What follows belongs to an exercise in optimizing a design on an open flow for small area; a production flow would make more cautious choices. Only simulation tests tie the RTL to the original design; equivalence was not proved. No driver is modelled on the clock port, so clocking that relies on it looks cheaper here than on a real chip. Power and IR drop assume default switching activity.

==> config.mk <==
export PLATFORM = sky130hd
export DESIGN_NAME = ecc_hamming_secded_faulty_memory
export DESIGN_NICKNAME = ecc_hamming_secded_faulty_memory
export VERILOG_FILES = /design/flow/design.v
export SDC_FILE = /design/flow/constraint.sdc
export NUM_CORES = 4
export LEC_CHECK = 0
export CAP_MARGIN = 0
export CORE_MARGIN = 2
export CORE_UTILIZATION = 60
export GPL_TIMING_DRIVEN = 0
export SLEW_MARGIN = 0
==> flow/remap.tcl <==
# Re-map the combinational logic of the standard synthesis netlist for area.
# The flip-flops are kept as they are (same instances, names and cell types);
# every other cell is expanded to its logic function and mapped again by ABC
# with an area-oriented script.
yosys -import
set lib $::env(REMAP_LIB)
set netlist $::env(REMAP_NETLIST)
read_liberty -ignore_miss_func $lib
# flip-flop cells stay black boxes so that flatten keeps them
foreach ff [split $::env(REMAP_FLOPS) " "] {
  if {$ff ne ""} { setattr -mod -set blackbox 1 $ff }
}
read_verilog $netlist
hierarchy -top $::env(DESIGN_NAME)
flatten
hierarchy -top $::env(DESIGN_NAME)
delete t:\$scopeinfo
yosys rename -hide w:_*_.*
opt_clean
set du {}
foreach c $::env(DONT_USE_CELLS) { lappend du -dont_use $c }
abc -liberty $lib {*}$du -script $::env(REMAP_SCRIPT)
read_liberty -lib -overwrite $lib
setundef -zero
splitnets
opt_clean -purge
hilomap -singleton -hicell sky130_fd_sc_hd__conb_1 HI -locell sky130_fd_sc_hd__conb_1 LO
insbuf -buf sky130_fd_sc_hd__buf_4 A X
check -assert -mapped
stat -liberty $lib
write_verilog -noattr -nohex -nodec $netlist
==> flow/run.sh <==
#!/bin/bash
# Layout flow:
#  1. the standard synthesis (standard.sh synth);
#  2. the combinational cells of that netlist re-mapped for area by Yosys/ABC
#     (flow/remap.tcl) with a few ABC scripts, keeping the smallest result;
#     the flip-flops are left exactly as synthesis made them;
#  3. the standard ORFS steps from floorplan on (standard.sh finish), with
#     - every logic cell swapped for its smallest variant after floorplan
#       (timing repair upsizes again where needed),
#     - port buffers of the smallest buffer cell,
#     - a clock tree of small clock buffers and no dummy loads, its leaf
#       buffers then sized to the smallest that keeps clock-pin slew in limits.
# Each tool's output goes to a log file in this folder.
set -euo pipefail
W="$(cd "$(dirname "$0")/.." && pwd)"
cd "$W"
RES="$W/orfs/results/sky130hd/ecc_hamming_secded_faulty_memory/base"
PLAT="$FLOW_HOME/platforms/sky130hd"

bash standard.sh synth > make_synth.log 2>&1

cp "$RES/1_2_yosys.v" "$W/standard_synth.v"
YOSYS="$FLOW_HOME/../tools/install/yosys/bin/yosys"
[[ -x "$YOSYS" ]] || YOSYS=yosys
export REMAP_LIB="$PLAT/lib/sky130_fd_sc_hd__tt_025C_1v80.lib"
export DESIGN_NAME="$FLOW_TOP"
export DONT_USE_CELLS="$(sed -n '/^export DONT_USE_CELLS += \\/,/[^\\]$/p' "$PLAT/config.mk" | sed 's/export DONT_USE_CELLS += //; s/\\//g' | tr -s ' \n' ' ')"
export REMAP_FLOPS="$(grep -oE '^\s*sky130_fd_sc_hd__(df|edf|sdf|dl)\w*' "$W/standard_synth.v" | tr -d ' ' | sort -u | tr '\n' ' ')"
# ABC scripts tried; the netlist with the smallest cell area is kept.
SCRIPTS=(
  '+&get,-n;&st;&dch,-f;&nf,-R,1000;&put;topo'
  '+strash;dch,-f;amap;topo'
  '+strash;&get,-n;&deepsyn,-J,20,-T,100;&put;dch,-f;&get,-n;&nf,-R,1000;&put;topo'
  '+strash;&get,-n;&deepsyn,-J,50,-T,100,-S,3;&put;&get,-n;&dch,-f;&nf,-R,1000;&put;topo'
)
best=""
best_area=""
for i in "${!SCRIPTS[@]}"; do
  cp "$W/standard_synth.v" "$W/remap_$i.v"
  if REMAP_NETLIST="$W/remap_$i.v" REMAP_SCRIPT="${SCRIPTS[$i]}" \
       "$YOSYS" -c "$W/flow/remap.tcl" > "remap_$i.log" 2>&1; then
    a="$(grep 'Chip area' "remap_$i.log" | tail -1 | awk '{print $NF}')"
    echo "remap $i: area $a script ${SCRIPTS[$i]}" >> remap_choice.log
    if [[ -n "$a" ]] && { [[ -z "$best_area" ]] || awk -v a="$a" -v b="$best_area" 'BEGIN{exit !(a < b)}'; }; then
      best=$i
      best_area=$a
    fi
  else
    echo "remap $i: failed" >> remap_choice.log
  fi
done
if [[ -n "$best" ]]; then
  echo "chosen: $best ($best_area)" >> remap_choice.log
  cp "$W/remap_$best.v" "$RES/1_2_yosys.v"
fi

bash standard.sh \
  "POST_FLOORPLAN_TCL=$W/flow/downsize.tcl" \
  "POST_CTS_TCL=$W/flow/cts_fix.tcl" \
  "BUFFER_PORTS_ARGS=-buffer_cell sky130_fd_sc_hd__buf_1" \
  "CTS_ARGS=-sink_clustering_enable -repair_clock_nets -dont_use_dummy_load -buf_list {sky130_fd_sc_hd__clkbuf_4}" \
  finish > make_finish.log 2>&1
==> flow/cts_fix.tcl <==
# Resize the clock tree's leaf buffers: the smallest clock buffer whose
# flip-flop clock pins all see a slew below the target.
proc clk_leaf_slew { inst } {
  set on [[$inst findITerm X] getNet]
  set s 0
  foreach it [$on getITerms] {
    if {[$it getInst] eq $inst} { continue }
    set pn "[[$it getInst] getName]/[[$it getMTerm] getName]"
    set sl [get_property [get_pins $pn] slew_max]
    if {$sl > $s} { set s $sl }
  }
  return $s
}
set target 0.115
set sizes {sky130_fd_sc_hd__clkbuf_2 sky130_fd_sc_hd__clkbuf_4 sky130_fd_sc_hd__clkbuf_8 sky130_fd_sc_hd__clkbuf_16}
estimate_parasitics -placement
foreach inst [[ord::get_db_block] getInsts] {
  set m [[$inst getMaster] getName]
  if {![string match sky130_fd_sc_hd__clkbuf_* $m]} { continue }
  # leaf buffers only: those driving flip-flop clock pins
  set leaf 0
  foreach it [[[$inst findITerm X] getNet] getITerms] {
    if {[[$it getMTerm] getName] eq "CLK"} { set leaf 1 }
  }
  if {!$leaf} { continue }
  foreach c $sizes {
    replace_cell [$inst getName] $c
    estimate_parasitics -placement
    if {[clk_leaf_slew $inst] < $target} { break }
  }
  puts "cts_fix: [$inst getName] $m -> [[$inst getMaster] getName] slew [clk_leaf_slew $inst]"
}
detailed_placement
check_placement -verbose
estimate_parasitics -placement
==> flow/downsize.tcl <==
# Swap every combinational cell and buffer for the smallest-area cell of the
# same function (the _0/_1 variant of its family). Timing repair later in the
# flow upsizes again wherever timing, slew or capacitance needs it.
set db [ord::get_db]
set n 0
foreach inst [[ord::get_db_block] getInsts] {
  set m [[$inst getMaster] getName]
  if {![regexp {^(sky130_fd_sc_hd__[a-z0-9]+)_([0-9]+)$} $m -> base drv]} { continue }
  if {[regexp {df|dl|edf|sdf|tap|fill|decap|conb|clk} $base]} { continue }
  set best ""
  set best_area 1e9
  foreach d {0 1 2} {
    set mm [$db findMaster ${base}_$d]
    if {$mm eq "NULL"} { continue }
    set a [expr {[$mm getWidth] * [$mm getHeight]}]
    if {$a < $best_area} { set best_area $a; set best ${base}_$d }
  }
  set cur [$inst getMaster]
  if {$best ne "" && $best ne $m && $best_area < [$cur getWidth] * [$cur getHeight]} {
    replace_cell [$inst getName] $best
    incr n
  }
}
puts "downsize: replaced $n cells"
==> design.v <==
module hamming_secded_encoder;
endmodule
module mem_secded (
    input        clk,
    input        rst,
    input        wr_en,
    input  [3:0] addr,
    input  [7:0] data_in,
    output [7:0] data_out
);
    reg [7:0] mem [0:15];
    reg [3:0] valid;
    wire [3:0] lo = 4'd1 << addr[1:0];
    wire [3:0] hi = 4'd1 << addr[3:2];
    wire [3:0] wq = hi & {4{wr_en}};
    wire [3:0] hv = hi & valid;
    integer i;
    reg [7:0]  rd;
    reg [15:0] wsel;
    always @(*) begin
        rd = 8'd0;
        for (i = 0; i < 16; i = i + 1) begin
            wsel[i] = wq[i/4] & (lo[i%4] | ~valid[i/4]);
            rd = rd | ({8{hv[i/4] & lo[i%4]}} & mem[i]);
        end
    end
    always @(posedge clk) begin
        for (i = 0; i < 16; i = i + 1)
            if (wsel[i])
                mem[i] <= data_in & {8{lo[i%4]}};
    end
    always @(posedge clk or posedge rst) begin
        if (rst)
            valid <= 4'd0;
        else
            valid <= valid | wq;
    end
    assign data_out = rd;
endmodule
module two_bit_fault_injector
(
    input  [3:0] fault_bit_addr1,
    input  [3:0] fault_bit_addr2,
    input        fault_en,
    input        is_two_bit_fault,
    output [7:0] data_flip,
    output       single_error_corrected,
    output       double_error_detected
);
    wire v1 = fault_en && (fault_bit_addr1 <= 4'd12);
    wire v2 = fault_en && is_two_bit_fault && (fault_bit_addr2 <= 4'd12);
    wire two = v1 && v2 && (fault_bit_addr1 != fault_bit_addr2);
    assign double_error_detected  = two;
    assign single_error_corrected = (v1 || v2) && !two;
    wire [15:0] sel1 = 16'd1 << fault_bit_addr1;
    wire [15:0] sel2 = 16'd1 << fault_bit_addr2;
    wire [15:0] hit  = (sel1 | sel2) & {16{two}};
    assign data_flip = {hit[12], hit[11], hit[10], hit[9],
                        hit[7],  hit[6],  hit[5],  hit[3]};
endmodule
module hamming_secded_decoder(
    input  [7:0] in_data,
    input  [7:0] data_flip,
    output [7:0] out_data
);
    assign out_data = in_data ^ data_flip;
endmodule
module ecc_hamming_secded_faulty_memory(
    input clk,
    input rst,
    input [7:0] input_data,
    input [3:0] input_addr,
    input wr_en,
    input [3:0] fault_addr1,
    input [3:0] fault_addr2,
    input fault_enable,
    input two_bit_fault_enable,
    output [7:0] output_data,
    output single_bit_error_corrected,
    output double_bit_error_detected
);
    wire [7:0] word;
    wire [7:0] flip;
    mem_secded memory(
        .clk(clk),
        .rst(rst),
        .wr_en(wr_en),
        .addr(input_addr),
        .data_in(input_data),
        .data_out(word)
    );
    two_bit_fault_injector injector (
        .fault_bit_addr1(fault_addr1),
        .fault_bit_addr2(fault_addr2),
        .fault_en(fault_enable),
        .is_two_bit_fault(two_bit_fault_enable),
        .data_flip(flip),
        .single_error_corrected(single_bit_error_corrected),
        .double_error_detected(double_bit_error_detected)
    );
    hamming_secded_decoder decoder (
        .in_data(word),
        .data_flip(flip),
        .out_data(output_data)
    );
endmodule
==> standard.sh <==
#!/bin/bash
# synth_recipe.tcl (not shown) runs the flow's synth.tcl, then flattens the netlist and writes it again
# the make line also repeats each setting of config.mk as NAME=value (left out here)
make -C /OpenROAD-flow-scripts/flow DESIGN_CONFIG=/design/flow/config.mk WORK_HOME=/design/flow/orfs CLKGATE_MAP_FILE= SYNTH_SCRIPT=/design/flow/synth_recipe.tcl "${@:-finish}"
==> constraint.sdc <==
create_clock -name core_clock -period 8.0 [get_ports {clk}]
set_input_delay 1.6000 -clock core_clock [delete_from_list [all_inputs] [get_ports {clk}]]
set_output_delay 1.6000 -clock core_clock [all_outputs]
set_load 0.01 [all_outputs]
==> summary.txt, run 1 <==
Outcome
  – Outcome: finished clean

Worst setup path
  – CP Data Arrival Time: between 4000 and 5000 ps
  – WP data required: around 6400 ps
  – Levels on crit path: 9
  – Critical path peak fanout: 15
  – CP startpoint kind: primary input
  – CP max stage cell: nor2_1
  – Slowest stage delay, CP: between 800 and 900 ps
  – Crit Path Class: in -> out
  – CP endpoint kind: primary output
  – CP dominant cell by count: buf_1
  – Delay-heaviest family, CP: simple AND/OR/NAND/NOR gates
  – Critical path buffer and inverter count: 2
  – Reg2Reg Depth: 1
  – CP cell instances: buf_1 > nand2_1 > nor2_1 > a22o_1 > a221oi_1 > and4_1 > nand3_1 > xnor2_1 > buf_1

Drt
  – Wire length on met1: ~5.5 mm
  – Routed len/inst: 27.4 um
  – Max Used Layer: met4
  – Final wirelength: roughly 14 mm
  – DR vias: roughly 3.5k
  – Initial DRC Count: approximately 570
  – Drt via density: around 7.1
  – Detailed Routing Iterations Pass 1: 5
  – Wire length on met2: between 5 and 6 mm
  – DRC Markers: 0
  – Met3 WL: roughly 1.8 mm
  – Final ANT Viol Nets: 0

Clock tree
  – CTS tree: built
  – Worst-path clk slew: 80 ps
  – Clk sinks: between 100 and 150
  – Clk latency of the worst-skew pair: 500 ps

Timing
  – Fin crit share: 72.9%
  – TNS Setup: 0 ps
  – Fmax: between 0.15 and 0.2 GHz
  – Pins over their slew limit: 0
  – Clock period minus worst slack: a little under 6000 ps
  – Worst-margin pin slew: 1360 ps
  – Final Setup Violations: 0
  – Post-route setup slack: 2170 ps
  – Worst Clk Skew: between 30 and 40 ps
  – Final hold violations: 0
  – RSZ-0062 raised after global routing: false
  – Slew HR: about 9.0%

Yosys
  – Net count after synthesis: between 300 and 400
  – Yosys warns: 2
  – Post-Syn Instances: 340
  – Mean post-synth cell area: 15.5 um^2
  – Post-Syn Area: 5270 um^2

Cells and area
  – Commonest non-fill, non-tap cell in the layout: edfxtp_1
  – Fraction of layout cells with a size suffix above 1: approximately 4.3%
  – Final nets: 418
  – Layout area overhead: 7.39%
  – Fin cells: between 400 and 500
  – Most frequent cells in the layout: 128 x edfxtp_1, 34 x buf_1, 27 x nor2_1
  – # diodes: 0
  – Post-route cell area: about 5700 um^2

Run
  – Max cap viols: 0

Floorplan
  – Die Y: 97.7 um
  – FP Rows: 34
  – I/O Pins: 35
  – Total Die Area: around 9500 um^2
  – Starting Density: 61.0%
  – Total core area: roughly 8600 um^2
  – Die width: 97.7 um

Power and ir drop
  – Power density cells: approximately 200 nW/um^2
  – Leak: around 1.8 nW
  – Peak supply drop: ~0.11 mV

Place
  – PortBufs: 34
  – Global placement routability congestion: around 0.88
  – Setup WS pre-CTS: roughly 2300 ps
  – Dpl hpwl: between 9 and 10 mm
  – Post-Place Cells: 482
  – Area after DPL: 5530 um^2

Global route
  – GRT Overall Usage: slightly below 30%
  – Largest net degree at the start of global routing: 17
  – Initial antenna violation count: 0
  – First-pass GRT wire length: between 20 and 25 mm
  – Number of global-route vias before repair: ~3.4k
  – Total grt overflow: 0

Hold path
  – Hold Crit Class: reg -> reg
  – Hold Path Cell Cnt: 1
## state kept, by name, indices dropped and copies added (netlist names)
signal	count
memory.valid	4
memory.mem	128
## layer usage
metal / global-route usage, % / vias up
li1: - / 1482
met1: 43.8 / 1705
met2: 42.9 / 312
met3: 9.50 / 44
met4: 10.5 / 0
met5: 0 / -
## per-stage QoR
step | hold slack (ps) | power (mW) | utilization, %
2_1_floorplan | 521 | 0.831 | -
3_3_place_gp | 562 | 0.866 | 64.1
3_5_place_dp | 574 | 0.868 | 64.1
5_1_grt | 631 | 1.18 | 65.5
6_report | 594 | 1.14 | 65.5
## layout make-up
| cell class | count | area (um^2) |
|---|---|---|
| fill | 644 | 2980 |
| timing repair buffer | 34 | 128 |
| inverter | 1 | 3.75 |
| clock buffer | 17 | 126 |
| multi-input combinational | 207 | 1320 |
| sequential | 132 | 3940 |
| tap | 108 | 135 |
## final timing paths
check                                start                 to  slack (ps)
min in group asynchronous              rst    memory.valid[0]         920
min                        memory.valid[1]    memory.valid[1]         590
max in group asynchronous              rst    memory.valid[1]        6940
max                          input_addr[1]     output_data[1]        2170
max reg2reg                memory.valid[3]  memory.mem[13][6]        6090
min reg2reg                memory.valid[1]    memory.valid[1]         590
## report_power, final
part	total, mW	internal (mW)	switching, mW	leakage [nW]
Clock	0.284	0.0952	0.189	0.0795
Combinational	0.0881	0.0273	0.0608	0.458
Sequential	0.766	0.764	0.00237	1.22
Total	1.14	0.886	0.252	1.76
==> run 2: changes to the inputs <==
--- a/config.mk
+++ b/config.mk
@@ -8,5 +8,4 @@
 export CAP_MARGIN = 0
 export CORE_MARGIN = 2
 export CORE_UTILIZATION = 60
-export GPL_TIMING_DRIVEN = 0
 export SLEW_MARGIN = 0
==> run 2 against run 1 <==
  * Cell count increased by 0.80%
  * Count of clock-buffer cells in the layout unchanged
  * Clock power is 3% higher
  * Critical path type unchanged
==> summary.txt, run 2 <==
Cells and area
  – Commonest non-fill, non-tap cell in the layout: edfxtp_1
  – Final nets: 422 (+0.96%)
  – Layout area overhead: 7.98%
  – Largest regs: memory.mem (128), memory.valid (4)
  – Most frequent cells in the layout: 128 x edfxtp_1, 34 x buf_1, 27 x nor2_1
  – Post-route cell area: 5690 um^2 (+0.55%)
  – # diodes: 0 (unchanged)
  – Fraction of layout cells with a size suffix above 1: 5.32% (+0.97 points)
  – Fin cells: 503 (+0.80%)
  – Max FFs per register: 128 (unchanged)
  – Core Util, Final: 65.9% (+0.36 points)
  – Reg with most FFs: memory.mem

Clock tree
  – Clk sinks: 132 (unchanged)
  – Clk latency of the worst-skew pair: 500 ps (about the same)
  – Worst-path clk slew: 110 ps (+30 ps)
  – CTS tree: built

Global route
  – GRT Overall Usage: 29.9% (+0.047 points)
  – Largest net degree at the start of global routing: 17 (unchanged)
  – First-pass GRT wire length: 20.3 mm (-0.30%)
  – Number of global-route vias before repair: 3,294 (-3.3%)
  – Initial antenna violation count: 0 (unchanged)
  – Total grt overflow: 0 (unchanged)

Worst setup path
  – CP endpoint kind: primary output
  – Critical path peak fanout: 15 (unchanged)
  – CP startpoint kind: primary input
  – Crit Path Class: in -> out
  – Reg2Reg Depth: 1 (unchanged)
  – Reg2reg start: memory.valid[2]
  – WP data required: 6400 ps (about the same)
  – FF-to-FF setup slack: 6120 ps (+30 ps)
  – RR Endpoint: memory.mem[9][0]
  – CP Data Arrival Time: 4050 ps (-180 ps)

Run
  – Max cap viols: 0 (unchanged)

Drt
  – Drt via density: 6.85 (-3.5%)
  – Final ANT Viol Nets: 0 (unchanged)
  – DR vias: 3,446 (-2.7%)
  – Detailed Routing Iterations Pass 1: 5 (unchanged)
  – Routed len/inst: 27.2 um (-0.99%)
  – DRC Markers: 0 (unchanged)
  – Final wirelength: 13.7 mm (-0.20%)
  – Initial DRC Count: 520 (-9.1%)

Floorplan
  – Total Die Area: 9550 um^2 (unchanged)
  – Total core area: 8640 um^2 (unchanged)
  – I/O Pins: 35 (unchanged)
  – FP Rows: 34 (unchanged)
  – Starting Density: 61.0% (unchanged)
  – Die Y: 97.7 um (unchanged)
  – Die width: 97.7 um (unchanged)

Timing
  – RSZ-0062 raised after global routing: false
  – Pins over their slew limit: 0 (unchanged)
  – Fmax: 0.177 GHz (+3.2%)
  – WHS: 595 ps (+1.70 ps)
  – Final Setup Violations: 0 (unchanged)
  – Final hold violations: 0 (unchanged)
  – Worst-margin pin slew: 1330 ps (-29.8 ps)
  – Fin crit share: 70.6% (-2.3 points)
  – Slew HR: 11.0% (+2.0 points)
  – Clock period minus worst slack: 5650 ps (-183 ps)
  – TNS Setup: 0 ps (unchanged)
  – Worst Clk Skew: 45.5 ps (+6.12 ps)

Yosys
  – Yosys warns: 2 (unchanged)
  – Mean post-synth cell area: 15.5 um^2 (unchanged)
  – Net count after synthesis: 365 (unchanged)
  – Post-Syn Instances: 340 (unchanged)
  – Post-Syn Area: 5270 um^2 (unchanged)

Place
  – Global placement routability congestion: 0.915 (+4.5%)
  – Area after DPL: 5560 um^2 (+0.54%)
  – Dpl hpwl: 9.54 mm (+2.0%)
  – PortBufs: 34 (unchanged)
  – Post-Place Cells: 486 (+0.83%)

Hold path
  – Hold Path Cell Cnt: 1 (unchanged)
  – Hold path startpoint: memory.valid[2]
  – Min-Delay Endpoint: memory.valid[2]
  – Hold Crit Class: reg -> reg

Power and ir drop
  – Peak supply drop: 0.108 mV (-4.4%)
  – Sw Ratio: 22.6% (+0.41 points)
  – Power density cells: 201 nW/um^2 (about the same)
  – Sw Pwr: 259 uW (+2.5%)
  – Leak: 1.78 nW (+1.3%)
  – Combinational fraction of design power: 7.7% (about the same)
  – Share of power burned in registers: 66.9% (-0.4 points)
  – Clock power share: 25.5% (+0.5 points)
  – Int Pwr: 887 uW (+0.10%)

Outcome
  – Outcome: finished clean
==> run 2: worst max-delay path by stage <==
stage,start,end,slack [ps],cells past startpoint
after floorplan,fault_addr1[2],output_data[6],3300,6
after global placement,input_addr[1],output_data[6],2400,8
after detailed placement,input_addr[1],output_data[1],2440,8
after global routing,input_addr[0],output_data[1],2180,8
final,input_addr[1],output_data[1],2350,8
==> run 2: through the flow <==
stage | setup WS (ps) | power (mW)
after global routing | 2180 | 1.18
after floorplan | 3300 | 0.831
after detailed placement | 2440 | 0.868
after global placement | 2400 | 0.867
final | 2350 | 1.15
==> run 2: layout make-up <==
| type | count | area, um^2 |
|---|---|---|
| clock buffer | 17 | 128 |
| fill | 641 | 2950 |
| inverter | 1 | 3.75 |
| multi-input combinational | 207 | 1320 |
| sequential | 132 | 3940 |
| tap | 108 | 135 |
| timing repair buffer | 38 | 158 |
==> run 2: critical path, cell delays in order <==
cell,delay [ps]
buf_1,380
or2_0,490
nor2_1,340
a222oi_1,520
and4_1,250
nand3_1,110
xnor2_1,170
buf_1,160
==> run 2: routing by layer <==
layer	GRT usage, %	wire length [um]	vias up
met5	0	0	-
met3	6.33	1820	30
met4	10.3	258	0
met1	46.5	5660	1635
met2	42.6	5930	292
li1	-	-	1489
==> run 2: power groups by stage <==
stage	logic, mW	clock network (mW)	registers, mW
global route	0.0952	0.319	0.767
floorplan	0.0504	0	0.780
detailed placement	0.0864	0	0.782
finish	0.0878	0.292	0.766
global placement	0.0855	0	0.782
==> run 3: changes to the inputs <==
--- a/flow/cts_fix.tcl
+++ b/flow/cts_fix.tcl
@@ -11,7 +11,7 @@
   }
   return $s
 }
-set target 0.115
+set target 0.105
 set sizes {sky130_fd_sc_hd__clkbuf_2 sky130_fd_sc_hd__clkbuf_4 sky130_fd_sc_hd__clkbuf_8 sky130_fd_sc_hd__clkbuf_16}
 estimate_parasitics -placement
 foreach inst [[ord::get_db_block] getInsts] {
--- a/config.mk
+++ b/config.mk
@@ -8,4 +8,5 @@
 export CAP_MARGIN = 0
 export CORE_MARGIN = 2
 export CORE_UTILIZATION = 60
+export GPL_TIMING_DRIVEN = 0
 export SLEW_MARGIN = 0
==> run 3 against run 2 <==
  * Clock power about the same
  * Power increased by 0.29%
  * Critical path depth up 1
  * Synthesized cell count unchanged
  * Global-route usage barely moved
  * Critical path type unchanged
==> summary.txt, run 3 <==
Outcome
  – Outcome: finished clean

Cells and area
  – Fin cells: 499 (-0.80%)
  – Max FFs per register: 128 (unchanged)
  – Reg with most FFs: memory.mem
  – Largest regs: memory.mem (128), memory.valid (4)
  – Fillers: 642 (+0.16%)
  – Area of the multi-input gates: 1320 um^2 (unchanged)
  – Register area: 3940 um^2 (unchanged)
  – Core Util, Final: 65.6% (-0.23 points)
  – Layout area overhead: 7.60%
  – Most frequent cells in the layout: 128 x edfxtp_1, 34 x buf_1, 27 x nor2_1
  – # diodes: 0 (unchanged)
  – Fraction of layout cells with a size suffix above 1: 4.35% (-0.97 points)
  – Commonest non-fill, non-tap cell in the layout: edfxtp_1
  – Final nets: 418 (-0.95%)
  – Post-route cell area: 5670 um^2 (-0.35%)

Clock tree
  – Clk latency of the worst-skew pair: 490 ps (about the same)
  – Worst-path clk slew: 80 ps (-30 ps)
  – Clk sinks: 132 (unchanged)
  – CTS tree: built

Timing
  – Fin crit share: 73.0% (+2.4 points)
  – WHS: 601 ps (+5.50 ps)
  – Slew HR: 10.1% (-0.94 points)
  – Final Setup Violations: 0 (unchanged)
  – Worst-margin pin slew: 1350 ps (+14.1 ps)
  – Clock period minus worst slack: 5840 ps (+196 ps)
  – Final hold violations: 0 (unchanged)
  – Post-route setup slack: 2160 ps (-196 ps)
  – TNS Setup: 0 ps (unchanged)
  – Fmax: 0.171 GHz (-3.3%)
  – Pins over their slew limit: 0 (unchanged)
  – RSZ-0062 raised after global routing: false
  – Worst Clk Skew: 39.8 ps (-5.62 ps)

Drt
  – Met3 WL: 1.91 mm (+5.1%)
  – Final ANT Viol Nets: 0 (unchanged)
  – DR vias: 3,515 (+2.0%)
  – Initial DRC Count: 569 (+9.4%)
  – Detailed Routing Iterations Pass 1: 6 (+1)
  – Routed len/inst: 27.3 um (+0.52%)
  – Final wirelength: 13.6 mm (-0.28%)
  – Max Used Layer: met4
  – Wire length on met2: 6.09 mm (+2.7%)
  – Wire length on met1: 5.33 mm (-5.8%)
  – Drt via density: 7.04 (+2.8%)
  – DRC Markers: 0 (unchanged)

Worst setup path
  – CP startpoint kind: primary input
  – WP data required: 6400 ps (about the same)
  – CP max stage cell: nor2_1
  – Crit Path Class: in -> out
  – CP cell instances: buf_1 > nand2_1 > nor2_1 > a22o_1 > a221oi_1 > and4_1 > nand3_1 > xnor2_1 > buf_1
  – Slowest stage delay, CP: 810 ps (+290 ps)
  – CP dominant cell by count: buf_1
  – FF-to-FF setup slack: 6110 ps (about the same)
  – CP endpoint kind: primary output
  – RR Endpoint: memory.mem[13][6]
  – Reg2Reg Depth: 1 (unchanged)
  – CP Data Arrival Time: 4240 ps (+190 ps)
  – Reg2reg start: memory.valid[3]
  – Critical path peak fanout: 15 (unchanged)

Place
  – Area after DPL: 5530 um^2 (-0.54%)
  – Setup WS pre-CTS: 2300 ps (-132 ps)
  – PortBufs: 34 (unchanged)
  – Global placement routability congestion: 0.875 (-4.3%)
  – Dpl hpwl: 9.36 mm (-1.9%)
  – Post-Place Cells: 482 (-0.82%)

Power and ir drop
  – Leak: 1.76 nW (-1.1%)
  – Power density cells: 203 nW/um^2 (+0.64%)
  – Sw Pwr: 253 uW (-2.3%)
  – Tot Pwr: 1.15 mW (+0.29%)
  – Sw Ratio: 22.0% (-0.58 points)
  – Combinational fraction of design power: 7.7% (about the same)
  – Clock power share: 25.7% (+0.2 points)
  – Share of power burned in registers: 66.7% (-0.2 points)
  – Int Pwr: 896 uW (+1.0%)
  – Peak supply drop: 0.113 mV (+4.2%)

Floorplan
  – Starting Density: 61.0% (unchanged)
  – FP Rows: 34 (unchanged)
  – Total Die Area: 9550 um^2 (unchanged)
  – Total core area: 8640 um^2 (unchanged)
  – Die width: 97.7 um (unchanged)
  – Die Y: 97.7 um (unchanged)
  – I/O Pins: 35 (unchanged)

Run
  – Max cap viols: 0 (unchanged)

Hold path
  – Hold path startpoint: memory.valid[3]
  – Hold Path Cell Cnt: 1 (unchanged)
  – Min-Delay Endpoint: memory.valid[3]
  – Hold Crit Class: reg -> reg

Yosys
  – Post-Syn Area: 5270 um^2 (unchanged)
  – Mean post-synth cell area: 15.5 um^2 (unchanged)
  – Post-Syn Instances: 340 (unchanged)
  – Yosys warns: 2 (unchanged)
  – Net count after synthesis: 365 (unchanged)

Global route
  – GRT Overall Usage: 29.8% (-0.031 points)
  – Total grt overflow: 0 (unchanged)
  – First-pass GRT wire length: 20.4 mm (+0.37%)
  – Largest net degree at the start of global routing: 17 (unchanged)
  – Number of global-route vias before repair: 3,408 (+3.5%)
  – Initial antenna violation count: 0 (unchanged)
## run 3: final cells by class
cell class | instances | area share (%)
repair buffers | 34 | 2.25
well taps | 108 | 2.38
clock buffers | 17 | 2.43
inverters | 1 | 0.0662
flip-flops and latches | 132 | 69.6
multi-input cells | 207 | 23.3
## run 3: per-layer routing
layer	GRT usage, %	up-vias
met5	0	-
met4	10.5	0
met3	9.50	36
met2	42.9	310
met1	43.9	1687
li1	-	1482
## run 3: worst max path at each step
| stage | start | to |
|---|---|---|
| 2_1_floorplan | fault_addr1[2] | output_data[6] |
| 3_3_place_gp | input_addr[0] | output_data[1] |
| 3_5_place_dp | input_addr[1] | output_data[1] |
| 5_1_grt | input_addr[1] | output_data[1] |
| 6_report | input_addr[1] | output_data[1] |
## run 3: worst max-delay path, delay by kind of cell
family          cells  cell delay, ps
compound gates      2             320
simple gates        4            1530
buf+inv             2             640
xor+xnor            1             130
## run 3: power by group through the flow
| stage | sequential (mW) | combinational (mW) | clock (mW) |
|---|---|---|---|
| after detailed placement | 0.782 | 0.0864 | 0 |
| after global routing | 0.767 | 0.0954 | 0.326 |
| after floorplan | 0.780 | 0.0504 | 0 |
| after global placement | 0.781 | 0.0846 | 0 |
| final | 0.766 | 0.0882 | 0.295 |
==> run 4: changes to the inputs <==
--- a/design.v
+++ b/design.v
@@ -14,14 +14,19 @@
     wire [3:0] hi = 4'd1 << addr[3:2];
     wire [3:0] wq = hi & {4{wr_en}};
     wire [3:0] hv = hi & valid;
-    integer i;
+    integer i, b, c;
+    reg [7:0]  qd;
     reg [7:0]  rd;
     reg [15:0] wsel;
     always @(*) begin
         rd = 8'd0;
-        for (i = 0; i < 16; i = i + 1) begin
+        for (i = 0; i < 16; i = i + 1)
             wsel[i] = wq[i/4] & (lo[i%4] | ~valid[i/4]);
-            rd = rd | ({8{hv[i/4] & lo[i%4]}} & mem[i]);
+        for (b = 0; b < 4; b = b + 1) begin
+            qd = 8'd0;
+            for (c = 0; c < 4; c = c + 1)
+                qd = qd | ({8{lo[c]}} & mem[4*b+c]);
+            rd = rd | ({8{hv[b]}} & qd);
         end
     end
     always @(posedge clk) begin
--- a/config.mk
+++ b/config.mk
@@ -5,8 +5,9 @@
 export SDC_FILE = /design/flow/constraint.sdc
 export NUM_CORES = 4
 export LEC_CHECK = 0
-export CAP_MARGIN = 0
+export CAP_MARGIN = 10
 export CORE_MARGIN = 2
-export CORE_UTILIZATION = 60
+export CORE_UTILIZATION = 70
 export GPL_TIMING_DRIVEN = 0
-export SLEW_MARGIN = 0
+export PLACE_DENSITY = 0.8
+export SLEW_MARGIN = 10
==> run 4 against run 3 <==
  * Cell count fell by 3.2%
  * Sequential share of layout area rose by 0.34 points
  * Register-to-register slack lost 40 ps
  * Highest routed layer unchanged
  * Area after synthesis is 0.57% lower
  * Die area shrank 14%
  * Wire length grew 5.1%
  * Count of clock-buffer cells in the layout stayed put
  * Power is 0.50% higher
  * Sequential power hardly changed
  * First-iteration DRC count up 40%
  * Worst hold slack got worse by 24 ps
==> summary.txt, run 4 <==
Worst setup path
  – Critical path buffer and inverter count: 2 (unchanged)
  – Critical path peak fanout: 15 (unchanged)
  – CP startpoint kind: primary input
  – CP Data Arrival Time: 4410 ps (+170 ps)
  – Worst setup endpoint: output_data[5]
  – WP data required: 6400 ps (about the same)
  – FF-to-FF setup slack: 6070 ps (-40 ps)
  – Reg2reg start: memory.valid[1]
  – CP dominant cell by count: buf_1
  – Levels on crit path: 8 (-1)
  – Crit Path Class: in -> out
  – CP endpoint kind: primary output
  – CP max stage cell: nor2_1
  – Slowest stage delay, CP: 910 ps (+100 ps)
  – Setup crit start: input_addr[1]
  – Reg2Reg Depth: 1 (unchanged)
  – CP cell instances: buf_1 > nand2b_1 > nor2_1 > a22oi_1 > and3_1 > nand4_1 > xnor2_1 > buf_1
  – RR Endpoint: memory.mem[4][5]
  – Delay-heaviest family, CP: simple AND/OR/NAND/NOR gates

Yosys
  – Mean post-synth cell area: 15.8 um^2 (+1.8%)
  – Post-Syn Instances: 332 (-2.4%)
  – Yosys warns: 2 (unchanged)
  – Net count after synthesis: 357 (-2.2%)
  – Post-Syn Area: 5240 um^2 (-0.57%)

Timing
  – Fmax: 0.166 GHz (-2.7%)
  – Final hold violations: 0 (unchanged)
  – Post-route setup slack: 1990 ps (-163 ps)
  – Clock period minus worst slack: 6010 ps (+163 ps)
  – TNS Setup: 0 ps (unchanged)
  – Final Setup Violations: 0 (unchanged)
  – Worst-margin pin slew: 1400 ps (+55.6 ps)
  – Slew HR: 6.36% (-3.7 points)
  – WHS: 577 ps (-23.8 ps)
  – RSZ-0062 raised after global routing: false
  – Worst Clk Skew: 37.9 ps (-1.99 ps)
  – Fin crit share: 75.1% (+2.0 points)
  – Pins over their slew limit: 0 (unchanged)

Floorplan
  – Total Die Area: 8190 um^2 (-14%)
  – Die Y: 90.5 um (-7.4%)
  – Die width: 90.5 um (-7.4%)
  – FP Rows: 31 (-8.8%)
  – Starting Density: 72.2% (+11 points)
  – Total core area: 7250 um^2 (-16%)
  – I/O Pins: 35 (unchanged)

Global route
  – Total grt overflow: 0 (unchanged)
  – Initial antenna violation count: 0 (unchanged)
  – Largest net degree at the start of global routing: 17 (unchanged)
  – GRT Overall Usage: 36.4% (+6.5 points)
  – First-pass GRT wire length: 20.4 mm (about the same)
  – Number of global-route vias before repair: 3,478 (+2.1%)

Cells and area
  – Most frequent cells in the layout: 128 x edfxtp_1, 34 x buf_1, 27 x a222oi_1
  – Core Util, Final: 77.8% (+12 points)
  – Max FFs per register: 128 (unchanged)
  – Reg with most FFs: memory.mem
  – Layout area overhead: 7.69% (about the same)
  – Commonest non-fill, non-tap cell in the layout: edfxtp_1
  – Fraction of layout cells with a size suffix above 1: 5.47% (+1.1 points)
  – # diodes: 0 (unchanged)
  – Final nets: 411 (-1.7%)
  – Largest regs: memory.mem (128), memory.valid (4)

Drt
  – Drt via density: 7.32 (+4.0%)
  – Initial DRC Count: 796 (+40%)
  – Detailed Routing Iterations Pass 1: 11 (+5)
  – Final wirelength: 14.3 mm (+5.1%)
  – DRC Markers: 0 (unchanged)
  – Routed len/inst: 29.7 um (+8.6%)
  – Final ANT Viol Nets: 0 (unchanged)
  – DR vias: 3,537 (+0.63%)

Place
  – Dpl hpwl: 8.88 mm (-5.1%)
  – Global placement routability congestion: 0.853 (-2.6%)
  – Setup WS pre-CTS: 2190 ps (-117 ps)
  – PortBufs: 34 (unchanged)

Outcome
  – Outcome: finished clean

Clock tree
  – Worst-path clk slew: 90 ps (about the same)
  – Clk sinks: 132 (unchanged)
  – Clk latency of the worst-skew pair: 540 ps (+50 ps)
  – CTS tree: built

Hold path
  – Hold Crit Class: reg -> reg

Power and ir drop
  – Power density cells: 205 nW/um^2 (+0.99%)
  – Peak supply drop: 0.137 mV (+22%)
  – Leak: 1.74 nW (-1.2%)

Run
  – Max cap viols: 0 (unchanged)
==> run 4: how the worst min path moves through the flow <==
| stage | start | endpoint | slack, ps | cells past startpoint |
|---|---|---|---|---|
| finish | memory.valid[2] | memory.valid[2] | 580 | 1 |
| global route | memory.valid[2] | memory.valid[2] | 620 | 1 |
| detailed placement | memory.valid[0] | memory.valid[0] | 550 | 1 |
| global placement | memory.valid[3] | memory.valid[3] | 540 | 1 |
| floorplan | memory.valid[0] | memory.valid[0] | 520 | 1 |
==> run 4: layout make-up <==
type	count	area [um^2]
sequential	132	3940
fill	437	1610
multi-input combinational	199	1300
timing repair buffer	35	135
clock buffer	17	133
tap	99	124
inverter	1	3.75
==> run 4: layer usage <==
layer  track usage (%)  part of all wire [%]  vias up
met5                 0                     0        -
li1                  -                     -     1475
met3              13.3                    14       63
met2              56.0                    48      297
met1              45.3                    33     1702
met4              19.7                   4.7        0
==> run 4: metrics by stage <==
step           total power [mW]  instances  cell area, um^2
6_report                   1.15        483             5640
5_1_grt                    1.19        483             5640
3_5_place_dp              0.870        465             5490
3_3_place_gp              0.866        465             5490
2_1_floorplan             0.831        332             5240
==> run 4: report_power, final <==
part | leakage, nW | internal (mW) | total (mW) | switching, mW
combinational | 0.438 | 0.0277 | 0.0911 | 0.0634
sequential | 1.22 | 0.764 | 0.766 | 0.00231
clock | 0.0820 | 0.0999 | 0.298 | 0.198
==> run 5: changes to the inputs <==
--- a/flow/cts_fix.tcl
+++ b/flow/cts_fix.tcl
@@ -11,7 +11,7 @@
   }
   return $s
 }
-set target 0.105
+set target 0.110
 set sizes {sky130_fd_sc_hd__clkbuf_2 sky130_fd_sc_hd__clkbuf_4 sky130_fd_sc_hd__clkbuf_8 sky130_fd_sc_hd__clkbuf_16}
 estimate_parasitics -placement
 foreach inst [[ord::get_db_block] getInsts] {
--- a/config.mk
+++ b/config.mk
@@ -7,7 +7,6 @@
 export LEC_CHECK = 0
 export CAP_MARGIN = 10
 export CORE_MARGIN = 2
-export CORE_UTILIZATION = 70
+export CORE_UTILIZATION = 60
 export GPL_TIMING_DRIVEN = 0
-export PLACE_DENSITY = 0.8
 export SLEW_MARGIN = 10
==> run 5 against run 4 <==
  * Largest cell class unchanged
  * Area after synthesis stayed put
  * Power is 0.31% lower
  * Synthesized cell count stayed put
  * Setup slack worse by 35 ps
  * Critical path depth stayed put
  * Count of clock-buffer cells in the layout stayed put
  * Global-route usage is 4.8 points lower
  * Critical endpoint is now output_data[6]
  * Sequential share of layout area is 0.14 points lower
  * Wire length is 1.1% higher
  * Worst hold slack better by 11 ps
  * Die area is 16% higher
  * Highest routed layer unchanged
==> summary.txt, run 5 <==
Cells and area
  – Layout area overhead: 7.91%
  – Commonest non-fill, non-tap cell in the layout: edfxtp_1
  – Fraction of layout cells with a size suffix above 1: 5.47% (unchanged)
  – Max FFs per register: 128 (unchanged)
  – # diodes: 0 (unchanged)
  – Final nets: 411 (unchanged)
  – Fillers: 653 (+49%)
  – Fin cells: 492 (+1.9%)
  – Most frequent cells in the layout: 128 x edfxtp_1, 34 x buf_1, 27 x a222oi_1
  – Reg with most FFs: memory.mem
  – Largest regs: memory.mem (128), memory.valid (4)

Yosys
  – Post-Syn Instances: 332 (unchanged)
  – Mean post-synth cell area: 15.8 um^2 (unchanged)
  – Net count after synthesis: 357 (unchanged)
  – Yosys warns: 2 (unchanged)
  – Post-Syn Area: 5240 um^2 (unchanged)

Run
  – Max cap viols: 0 (unchanged)

Hold path
  – Hold Crit Class: reg -> reg
  – Hold path startpoint: memory.valid[1]

Worst setup path
  – WP data required: 6400 ps (about the same)
  – FF-to-FF setup slack: 6050 ps (-20 ps)
  – RR Endpoint: memory.mem[3][2]
  – Worst setup endpoint: output_data[6]
  – Crit Path Class: in -> out
  – CP Data Arrival Time: 4440 ps (+30 ps)
  – Critical path peak fanout: 15 (unchanged)
  – Reg2Reg Depth: 1 (unchanged)
  – Reg2reg start: memory.valid[0]
  – Setup crit start: input_addr[1]
  – CP startpoint kind: primary input
  – CP endpoint kind: primary output

Timing
  – Final Setup Violations: 0 (unchanged)
  – Worst-margin pin slew: 1390 ps (-15.6 ps)
  – Clock period minus worst slack: 6040 ps (+35.4 ps)
  – TNS Setup: 0 ps (unchanged)
  – Final hold violations: 0 (unchanged)
  – Slew HR: 7.40% (+1.0 points)
  – Pins over their slew limit: 0 (unchanged)
  – RSZ-0062 raised after global routing: false
  – Worst Clk Skew: 41.2 ps (+3.39 ps)
  – Fin crit share: 75.5% (+0.44 points)
  – Fmax: 0.166 GHz (-0.59%)

Global route
  – Number of global-route vias before repair: 3,385 (-2.7%)
  – GRT Overall Usage: 31.6% (-4.8 points)
  – Initial antenna violation count: 0 (unchanged)
  – First-pass GRT wire length: 21.0 mm (+3.1%)
  – Total grt overflow: 0 (unchanged)
  – Largest net degree at the start of global routing: 17 (unchanged)

Power and ir drop
  – Power density cells: 204 nW/um^2 (-0.51%)
  – Peak supply drop: 0.122 mV (-11%)
  – Combinational fraction of design power: 7.9% (about the same)
  – Clock power share: 25.6% (-0.2 points)
  – Sw Pwr: 260 uW (-1.4%)
  – Sw Ratio: 22.6% (-0.26 points)
  – Leak: 1.74 nW (unchanged)
  – Tot Pwr: 1.15 mW (-0.31%)
  – Share of power burned in registers: 66.5% (+0.2 points)
  – Int Pwr: 891 uW (about the same)

Drt
  – DR vias: 3,489 (-1.4%)
  – DRC Markers: 0 (unchanged)
  – Routed len/inst: 29.4 um (-0.79%)
  – Detailed Routing Iterations Pass 1: 5 (-6)
  – Final wirelength: 14.5 mm (+1.1%)
  – Drt via density: 7.09 (-3.2%)
  – Initial DRC Count: 560 (-30%)
  – Final ANT Viol Nets: 0 (unchanged)

Clock tree
  – CTS tree: built
  – Worst-path clk slew: 90 ps (about the same)
  – Clk latency of the worst-skew pair: 520 ps (-20 ps)
  – Clk sinks: 132 (unchanged)

Floorplan
  – Total Die Area: 9490 um^2 (+16%)
  – Starting Density: 61.0% (-11 points)
  – I/O Pins: 35 (unchanged)
  – FP Rows: 34 (+9.7%)
  – Die width: 97.4 um (+7.7%)
  – Total core area: 8590 um^2 (+18%)
  – Die Y: 97.4 um (+7.7%)

Place
  – Post-Place Cells: 475 (+2.2%)
  – PortBufs: 34 (unchanged)
  – Dpl hpwl: 9.15 mm (+3.0%)
  – Global placement routability congestion: 0.878 (+2.9%)

Outcome
  – Outcome: finished clean
==> run 5: metal layers <==
layer	GRT usage (%)	up-vias	share of wire [%]
met5	0	-	0
met4	10.7	0	3.5
met3	8.78	50	13
met2	50.0	274	48
met1	43.0	1696	36
li1	-	1469	-
==> run 5: final cells by class <==
class                           count  area [um^2]  area share (%)
Multi-Input combinational cell    199         1300            23.0
Sequential cell                   132         3940            69.8
Inverter                            1         3.75          0.0664
Timing Repair Buffer               35          135            2.39
Tap cell                          108          135            2.39
Clock buffer                       17          133            2.35
==> run 5: how the worst min path moves through the flow <==
stage	depth (start not counted)	end
6_report	1	memory.valid[1]
5_1_grt	1	memory.valid[1]
3_5_place_dp	1	memory.valid[1]
2_1_floorplan	1	memory.valid[0]
3_3_place_gp	1	memory.valid[1]
==> run 5: metrics by stage <==
| step | utilization, % | setup WS [ps] | instance area [um^2] | hold slack, ps |
|---|---|---|---|---|
| 3_3_place_gp | 64.0 | 2020 | 5500 | 558 |
| 3_5_place_dp | 64.1 | 2140 | 5510 | 554 |
| 5_1_grt | 65.8 | 1920 | 5650 | 607 |
| 2_1_floorplan | - | 3300 | 5240 | 521 |
| 6_report | 65.8 | 1960 | 5650 | 588 |
==> run 5: power groups by stage <==
stage	clock network, mW	logic (mW)	registers [mW]
after floorplan	0	0.0501	0.780
after detailed placement	0	0.0884	0.781
final	0.295	0.0904	0.766
after global routing	0.325	0.0966	0.766
after global placement	0	0.0867	0.781
==> run 5: critical path, stage by stage <==
cell and delay [ps]:
buf_1 530, nand2b_1 340, nor2_1 930, a222oi_1 330, and4_1 270, nand3_1 130
xnor2_1 130, buf_1 170
==> run 6: changes to the inputs <==
--- a/flow/cts_fix.tcl
+++ b/flow/cts_fix.tcl
@@ -11,7 +11,7 @@
   }
   return $s
 }
-set target 0.110
+set target 0.105
 set sizes {sky130_fd_sc_hd__clkbuf_2 sky130_fd_sc_hd__clkbuf_4 sky130_fd_sc_hd__clkbuf_8 sky130_fd_sc_hd__clkbuf_16}
 estimate_parasitics -placement
 foreach inst [[ord::get_db_block] getInsts] {
==> run 6 against run 5 <==
  * Sequential cell count did not move
  * Die area stayed put
  * Cell area unchanged
  * Sequential power hardly changed
  * Cell count is the same
  * Largest cell class unchanged
  * Critical path type unchanged
  * Clock power is essentially flat
  * Setup slack did not move
  * Still clean on timing, DRC and antenna
  * Power unchanged
  * Global-route usage unchanged
  * Non-clock buffer count is the same
==> summary.txt, run 6 <==
Cells and area
  – Final nets: 411 (unchanged)
  – Commonest non-fill, non-tap cell in the layout: edfxtp_1
  – # diodes: 0 (unchanged)
  – Core Util, Final: 65.8% (unchanged)
  – Largest regs: memory.mem (128), memory.valid (4)
  – Max FFs per register: 128 (unchanged)
  – Fraction of layout cells with a size suffix above 1: 5.47% (unchanged)
  – Most frequent cells in the layout: 128 x edfxtp_1, 34 x buf_1, 27 x a222oi_1
  – Layout area overhead: 7.91% (unchanged)
  – Fillers: 653 (unchanged)
  – Reg with most FFs: memory.mem

Worst setup path
  – Critical path peak fanout: 15 (unchanged)
  – Crit Path Class: in -> out
  – CP endpoint kind: primary output
  – CP startpoint kind: primary input
  – CP Data Arrival Time: 4440 ps (about the same)
  – CP dominant cell by count: buf_1
  – CP cell instances: buf_1 > nand2b_1 > nor2_1 > a222oi_1 > and4_1 > nand3_1 > xnor2_1 > buf_1
  – Delay-heaviest family, CP: simple AND/OR/NAND/NOR gates
  – WP data required: 6400 ps (about the same)
  – Critical path buffer and inverter count: 2 (unchanged)
  – CP max stage cell: nor2_1
  – Slowest stage delay, CP: 930 ps (about the same)

Yosys
  – Post-Syn Instances: 332 (unchanged)
  – Mean post-synth cell area: 15.8 um^2 (unchanged)
  – Net count after synthesis: 357 (unchanged)
  – Post-Syn Area: 5240 um^2 (unchanged)
  – Yosys warns: 2 (unchanged)

Global route
  – Number of global-route vias before repair: 3,385 (unchanged)
  – Total grt overflow: 0 (unchanged)
  – First-pass GRT wire length: 21.0 mm (unchanged)
  – Initial antenna violation count: 0 (unchanged)
  – Largest net degree at the start of global routing: 17 (unchanged)
  – GRT Overall Usage: 31.6% (unchanged)

Power and ir drop
  – Tot Pwr: 1.15 mW (unchanged)
  – Power density cells: 204 nW/um^2 (unchanged)
  – Leak: 1.74 nW (unchanged)
  – Peak supply drop: 0.122 mV (unchanged)

Drt
  – Drt via density: 7.09 (unchanged)
  – Detailed Routing Iterations Pass 1: 5 (unchanged)
  – DR vias: 3,489 (unchanged)
  – Final wirelength: 14.5 mm (unchanged)
  – Initial DRC Count: 560 (unchanged)
  – Routed len/inst: 29.4 um (unchanged)
  – DRC Markers: 0 (unchanged)
  – Final ANT Viol Nets: 0 (unchanged)

Floorplan
  – Starting Density: 61.0% (unchanged)
  – Total core area: 8590 um^2 (unchanged)
  – Die Y: 97.4 um (unchanged)
  – FP Rows: 34 (unchanged)
  – Die width: 97.4 um (unchanged)
  – Total Die Area: 9490 um^2 (unchanged)
  – I/O Pins: 35 (unchanged)

Clock tree
  – CTS tree: built
  – Clk latency of the worst-skew pair: 520 ps (about the same)
  – Worst-path clk slew: 90 ps (about the same)
  – Clk sinks: 132 (unchanged)

Place
  – Global placement routability congestion: 0.878 (unchanged)
  – PortBufs: 34 (unchanged)
  – Dpl hpwl: 9.15 mm (unchanged)

Timing
  – Pins over their slew limit: 0 (unchanged)
  – WHS: 588 ps (unchanged)
  – Slew HR: 7.40% (unchanged)
  – Fin crit share: 75.5% (unchanged)
  – Fmax: 0.166 GHz (unchanged)
  – RSZ-0062 raised after global routing: false
  – Worst Clk Skew: 41.2 ps (unchanged)
  – TNS Setup: 0 ps (unchanged)
  – Final Setup Violations: 0 (unchanged)
  – Worst-margin pin slew: 1390 ps (unchanged)
  – Final hold violations: 0 (unchanged)
  – Clock period minus worst slack: 6040 ps (unchanged)

Outcome
  – Outcome: finished clean

Run
  – Max cap viols: 0 (unchanged)

Hold path
  – Hold Crit Class: reg -> reg
[run 6: through the flow]
step / cell area (um^2) / worst slack (ps) / std cells
detailed placement: 5510 / 2140 / 475
global placement: 5500 / 2020 / 474
finish: 5650 / 1960 / 492
floorplan: 5240 / 3300 / 332
global route: 5650 / 1920 / 492
[run 6: report_power, final]
part | switching (mW) | internal, mW
clock network | 0.195 | 0.100
logic | 0.0627 | 0.0277
registers | 0.00215 | 0.764
[run 6: cell type report]
class	instances	area, um^2	share of cell area, %
Clock buffer	17	133	2.35
Inverter	1	3.75	0.0664
Multi-Input combinational cell	199	1300	23.0
Sequential cell	132	3940	69.8
Tap cell	108	135	2.39
Timing Repair Buffer	35	135	2.39
[run 6: layer usage]
layer / up-vias / routed length, um / track usage [%]
li1: 1469 / - / -
met1: 1696 / 5200 / 43.0
met2: 274 / 6920 / 50.0
met3: 50 / 1850 / 8.78
met4: 0 / 508 / 10.7
met5: - / 0 / 0
[run 6: worst paths after layout]
kind | to | cells past startpoint | slack [ps] | from
max | output_data[6] | 8 | 1960 | input_addr[1]
min | memory.valid[1] | 1 | 590 | memory.valid[1]
max reg2reg | memory.mem[3][2] | 1 | 6050 | memory.valid[0]
min reg2reg | memory.valid[1] | 1 | 590 | memory.valid[1]
max in group asynchronous | memory.valid[1] | 2 | 6990 | rst
min in group asynchronous | memory.valid[3] | 2 | 890 | rst

[re-timing with driven ports]
No port has a modelled driver above. Below, the same layouts with a new extraction and two added sets of constraints. Step 1 sets driving cells, clkbuf_16 on the clock port and buf_2 on the other inputs (assumed; they add their load-dependent delay and slew). Step 2, shift: input delay + t, output delay - t, t = (earliest + latest rising clock arrival at the registers) / 2. This alone moves slack from input paths to output paths. Three values: ideal ports, drivers, drivers and shift; two values: the first two.
run | t, ns | setup WS [ns] | worst setup path at the end
run 1 | 0.510 | 2.169 / 2.144 / 2.144 | input to output
run 2 | 0.508 | 2.353 / 2.331 / 2.331 | input to output
run 3 | 0.504 | 2.157 / 2.131 / 2.131 | input to output
run 4 | 0.557 | 1.994 / 1.970 / 1.970 | input to output
run 5 | 0.534 | 1.958 / 1.929 / 1.929 | input to output
run 6 | 0.534 | 1.958 / 1.929 / 1.929 | input to output
After both steps setup and hold are still met in every run listed.
